What follows belongs to an exercise in optimizing a design on an open flow for small area, a short achievable clock period and few clock cycles; a production flow would make more cautious choices. Power is estimated from default activity; no workload was simulated.

==> trial 34: inputs <==
==> flow/design.v <==
`timescale 1ns / 1ps
module rf_dec (
    input  logic [ 4:0] a,
    output logic [31:1] s
);
    always_comb for (int i = 1; i < 32; i++) s[i] = (a == i);
endmodule
module rf_sel (
    input  logic [31:1]        s,
    input  logic [32*32-1:32]  d,
    output logic [31:0]        r
);
    always_comb begin
        r = 32'b0;
        for (int i = 1; i < 32; i++) r = r | ({32{s[i]}} & d[32*i+:32]);
    end
endmodule
`timescale 1ns / 1ps
module RV32I_Core (
    input  logic        clk,
    input  logic        reset,
    input  logic [31:0] instrCode,
    output logic [31:0] instrMemAddr,
    output logic        dataWe,
    output logic [31:0] dataAddr,
    output logic [31:0] dataWData,
    input  logic [31:0] dataRData,
    output logic        transfer,
    input  logic        ready
);
    localparam logic [6:0] OP_R = 7'b0110011, OP_L = 7'b0000011, OP_I = 7'b0010011,
        OP_S = 7'b0100011, OP_B = 7'b1100011, OP_LU = 7'b0110111, OP_AU = 7'b0010111,
        OP_J = 7'b1101111, OP_JL = 7'b1100111;
    logic [31:0] pc_f;
    logic        v_e;
    logic [31:0] a_e, b_e, imm_e;
    logic [ 4:0] rs1_e, rs2_e, rd_e;
    logic        we_e, ld_e, st_e, br_e, pred_e, jalr_e, useImm_e;
    logic        sub_e, uns_e, s_add_e, s_slt_e, s_xor_e, s_or_e, s_and_e, s_sh_e;
    logic        shl_e, sha_e;
    logic [ 2:0] f3_e;
    logic [ 4:0] rs1_d, rs2_d;
    logic        v_m, mem_m, pend;
    logic [31:0] res_m, sd_m;
    logic [ 4:0] rd_m;
    logic        we_m, ld_m, st_m;
    wire         m_ld = v_m & ld_m;
    wire         wb_en = v_m & we_m & (~ld_m | ready);
    wire  [31:0] wb_data = ld_m ? dataRData : res_m;
    assign transfer  = pend | mem_m;
    assign dataWe    = st_m;
    assign dataAddr  = res_m;
    assign dataWData = sd_m;
    logic [32*32-1:32] rf;   
    always_ff @(posedge clk) begin
        for (int i = 1; i < 32; i++) if (wb_en && rd_m == i) rf[32*i+:32] <= wb_data;
    end
    assign instrMemAddr = pc_f;
    wire [6:0] op = instrCode[6:0];
    wire [2:0] f3 = instrCode[14:12];
    wire [4:0] rs1 = instrCode[19:15];
    wire [4:0] rs2 = instrCode[24:20];
    wire [4:0] rd = instrCode[11:7];
    wire is_r = (op == OP_R), is_i = (op == OP_I), is_l = (op == OP_L), is_s = (op == OP_S);
    wire is_b = (op == OP_B), is_lu = (op == OP_LU), is_au = (op == OP_AU);
    wire is_j = (op == OP_J), is_jl = (op == OP_JL);
    logic [31:0] imm;
    always_comb begin
        imm = {{20{instrCode[31]}}, instrCode[31:20]};   
        if (is_i & (f3 == 3'b011)) imm = {20'b0, instrCode[31:20]};   
        if (is_s) imm = {{20{instrCode[31]}}, instrCode[31:25], instrCode[11:7]};
        if (is_b) imm = {{20{instrCode[31]}}, instrCode[7], instrCode[30:25], instrCode[11:8], 1'b0};
        if (is_lu | is_au) imm = {instrCode[31:12], 12'b0};
        if (is_j) imm = {{12{instrCode[31]}}, instrCode[19:12], instrCode[20], instrCode[30:21], 1'b0};
    end
    assign rs1_d = (is_lu | is_au | is_j) ? 5'd0 : rs1;
    assign rs2_d = (is_r | is_s | is_b) ? rs2 : 5'd0;
    wire        pred = is_j | (is_b & instrCode[31]);
    wire [31:0] pc4_f = pc_f + 32'd4;
    wire [31:0] tgt_f = pc_f + imm;
    logic [31:1] sel1, sel2;
    logic [31:0] rd1_raw, rd2_raw;
    rf_dec u_dec1 (.a(rs1), .s(sel1));
    rf_dec u_dec2 (.a(rs2), .s(sel2));
    rf_sel u_sel1 (.s(sel1), .d(rf), .r(rd1_raw));
    rf_sel u_sel2 (.s(sel2), .d(rf), .r(rd2_raw));
    wire        byp1 = wb_en & (rd_m == rs1);
    wire        byp2 = wb_en & (rd_m == rs2);
    wire [31:0] rd1 = byp1 ? wb_data : rd1_raw;
    wire [31:0] rd2 = byp2 ? wb_data : rd2_raw;
    logic fwdA, fwdB, lduse_e;
    wire [31:0] a = fwdA ? res_m : a_e;
    wire [31:0] b = fwdB ? res_m : b_e;
    wire [31:0] srcB = useImm_e ? imm_e : b;
    wire [32:0] sum33 = {1'b0, a} + {1'b0, srcB ^ {32{sub_e}}} + {32'b0, sub_e};
    wire [31:0] sum = sum33[31:0];
    wire [31:0] x = a ^ srcB;
    wire        eq = (x == 32'b0);
    wire        lt = (a[31] ^ srcB[31]) ? (uns_e ? srcB[31] : a[31]) : sum[31];
    logic [31:0] a_rev, sh_r, sh_rev;
    always_comb for (int i = 0; i < 32; i++) a_rev[i] = a[31-i];
    wire [31:0] sh_in = shl_e ? a_rev : a;
    wire [32:0] sh_ext = {sha_e & a[31], sh_in};
    assign sh_r = 32'($signed(sh_ext) >>> srcB[4:0]);
    always_comb for (int i = 0; i < 32; i++) sh_rev[i] = sh_r[31-i];
    wire        sh_zero = ~sha_e & (srcB[31:5] != 27'b0);
    wire [31:0] sh = sh_zero ? 32'b0 : (shl_e ? sh_rev : sh_r);
    wire [31:0] alu = ({32{s_add_e}} & sum) | ({32{s_xor_e}} & x) | ({32{s_or_e}} & (a | srcB))
                    | ({32{s_and_e}} & (a & srcB)) | ({32{s_sh_e}} & sh) | {31'b0, s_slt_e & lt};
    logic cond;
    always_comb begin
        case ({f3_e[2], f3_e[0]})
            2'b00: cond = eq;
            2'b01: cond = ~eq;
            2'b10: cond = lt;
            default: cond = ~lt;
        endcase
    end
    wire        redirect = v_e & (jalr_e | (br_e & (cond ^ pred_e)));
    wire [31:0] raddr = jalr_e ? sum : imm_e;
    wire [31:0] res_e = jalr_e ? pc_f : alu;
    wire m_ld_wait = m_ld & ~ready;
    wire bus_busy = (pend | mem_m) & ~ready;
    wire e_mem = v_e & (ld_e | st_e);
    wire ld_use = lduse_e;
    wire stall = m_ld_wait | ld_use | (e_mem & bus_busy);
    wire fillA = wb_en & (rd_m == rs1_e);
    wire fillB = wb_en & (rd_m == rs2_e);
    always_ff @(posedge clk, posedge reset) begin
        if (reset) begin
            pc_f  <= 32'b0;
            v_e   <= 1'b0;
            v_m   <= 1'b0;
            fwdA  <= 1'b0;
            fwdB  <= 1'b0;
            lduse_e <= 1'b0;
            mem_m <= 1'b0;
            pend  <= 1'b0;
        end else begin
            pend <= (pend | (v_m & st_m)) & ~ready;
            if (~stall) begin
                fwdA  <= v_e & we_e & ~ld_e & (rd_e == rs1_d);
                fwdB  <= v_e & we_e & ~ld_e & (rd_e == rs2_d);
                lduse_e <= v_e & ld_e & ~redirect & ((rd_e == rs1_d) | (rd_e == rs2_d)) & (rd_e != 5'd0);
            end else begin
                fwdA  <= 1'b0;
                fwdB  <= 1'b0;
                lduse_e <= lduse_e & m_ld_wait;
            end
            if (~stall) begin
                pc_f  <= redirect ? raddr : (pred ? tgt_f : pc4_f);
                v_e   <= ~redirect;
                v_m   <= v_e;
                mem_m <= e_mem;
            end else if (~m_ld_wait) begin
                v_m   <= 1'b0;
                mem_m <= 1'b0;
            end
        end
    end
    always_ff @(posedge clk) begin
        if (~stall) begin
            a_e <= (is_lu | is_au | is_j) ? 32'b0 : rd1;
            b_e <= rd2;
            imm_e <= (is_b | is_j | is_au) ? (pred ? pc4_f : tgt_f) : imm;
            rs1_e <= rs1_d;
            rs2_e <= rs2_d;
            rd_e <= (is_s | is_b) ? 5'd0 : rd;
            we_e <= ~(is_s | is_b) & (rd != 5'd0);
            ld_e <= is_l;
            st_e <= is_s;
            br_e <= is_b;
            pred_e <= pred;
            jalr_e <= is_jl;
            useImm_e <= ~(is_r | is_b);
            sub_e <= is_b | ((is_r | is_i) & (f3[2:1] == 2'b01)) | (is_r & (f3 == 3'b000) & instrCode[30]);
            uns_e <= is_b ? f3[1] : f3[0];
            s_add_e <= ~(is_r | is_i) | (f3 == 3'b000);
            s_slt_e <= (is_r | is_i) & (f3[2:1] == 2'b01);
            s_xor_e <= (is_r | is_i) & (f3 == 3'b100);
            s_or_e <= (is_r | is_i) & (f3 == 3'b110);
            s_and_e <= (is_r | is_i) & (f3 == 3'b111);
            s_sh_e <= (is_r | is_i) & (f3[1:0] == 2'b01);
            shl_e <= ~f3[2];
            sha_e <= instrCode[30] & f3[2];
            f3_e <= f3;
        end else begin
            if (fillA) a_e <= wb_data;
            if (fillB) b_e <= wb_data;
        end
        if (~m_ld_wait) begin
            rd_m <= rd_e;
            we_m <= we_e;
            ld_m <= ld_e;
            st_m <= st_e;
        end
        res_m <= res_e;
        sd_m <= b;
    end
endmodule
==> flow/run.sh <==
#!/bin/bash
# synth_recipe.tcl (not shown) runs the flow's synth.tcl, then flattens the netlist and writes it again
# the make line also repeats each setting of config.mk as NAME=value (left out here)
make -C /OpenROAD-flow-scripts/flow DESIGN_CONFIG=/design/flow/config.mk WORK_HOME=/design/flow/orfs CLKGATE_MAP_FILE= SYNTH_SCRIPT=/design/flow/synth_recipe.tcl finish
==> flow/config.mk <==
export PLATFORM = sky130hd
export DESIGN_NAME = RV32I_Core
export DESIGN_NICKNAME = RV32I_Core
export VERILOG_FILES = /design/flow/design.v
export SDC_FILE = /design/flow/constraint.sdc
export NUM_CORES = 4
export LEC_CHECK = 0
export CAP_MARGIN = 20
export CORE_MARGIN = 2
export CORE_UTILIZATION = 50
export SETUP_SLACK_MARGIN = 3.5
export SLEW_MARGIN = 20
export SYNTH_HIERARCHICAL = 1
==> flow/constraint.sdc <==
create_clock -name core_clock -period 8.0 [get_ports {clk}]
set_input_delay 1.6000 -clock core_clock [delete_from_list [all_inputs] [get_ports {clk}]]
set_output_delay 1.6000 -clock core_clock [all_outputs]
set_load 0.01 [all_outputs]
==> build 92: changes against trial 34 <==
Settings changed: CORE_UTILIZATION 50 to 40, SETUP_SLACK_MARGIN 3.5 to 4.0.
==> qor summary <==
Run status: build 92 no timing/DRC/antenna violations; trial 34 no timing/DRC/antenna violations
Register-to-register path setup slack: build 92 3540 ps; trial 34 3460 ps
Multi-input combinational area share: build 92 0.359; trial 34 0.360
GR Util met2: build 92 0.477; trial 34 0.578
Final HPWL from detailed placement: build 92 165000 um; trial 34 173000 um
First-pass GRT wire length: build 92 355000 um; trial 34 356000 um
Routed WL: build 92 256000 um; trial 34 261000 um
Max-slew headroom at the worst pin: build 92 0.280; trial 34 0.175
Clock latency reported for the late side of the worst-skew pair: build 92 790 ps; trial 34 810 ps
Number of iterations in the first detailed-routing pass: build 92 9; trial 34 7
Wire per inst: build 92 34.6 um; trial 34 38.0 um
Layout cells sized above 1: build 92 0.233; trial 34 0.200
All-layer global routing usage: build 92 0.313; trial 34 0.399
Levels on crit path: build 92 21; trial 34 9
Number of rows in the core area: build 92 144; trial 34 129
Combinational-cell power consumption: build 92 12.6 mW; trial 34 11.9 mW
F_max: build 92 222 MHz; trial 34 215 MHz
Vias in the first global route: build 92 47600; trial 34 46500
Fraction of power consumed by sequential logic: build 92 0.358; trial 34 0.365
Antenna Diode Count: build 92 4; trial 34 6
Buffer and inverter count on the worst path: build 92 4; trial 34 2
Capture point of the critical path: build 92 imm_e[12]; trial 34 a_e[11]
Setup clock skew after layout: build 92 37.6 ps; trial 34 57.8 ps
Die Span X: build 92 398 um; trial 34 356 um
Combinational fraction of design power: build 92 0.435; trial 34 0.421
No run of this note included a check of the RTL's function; only the layout flow was run.

## static timing again, ports no longer ideal
How much do the figures lean on ideal ports? The routed layouts below were timed once more, with nothing changed but the port constraints.
Step 1 sets driving cells, clkbuf_16 on the clock port and buf_2 on the other inputs (assumed; they add their load-dependent delay and slew).
Step 2 times the ports against the registers' clock, not the clock port: input delays grow and output delays shrink by t, the midpoint of the rising clock arrivals with the driver on.
a / b / c = ideal / step 1 / step 2; a / b = the first two.
run	t (ns)	slack for setup (ns)	clock arrival spread, ns	worst data-port slew with drivers (ns)	cell pins on the clock port's net
trial 34	0.864	3.353 / 3.387 / 2.523	0.060 / 0.060	0.07	1
build 92	0.855	3.500 / 3.535 / 2.680	0.038 / 0.038	0.06	1
After both steps every run listed still meets setup and hold. The setup slack of trial 34, which loses most, moves by +0.034 ns with the drivers and by -0.830 ns with both steps.
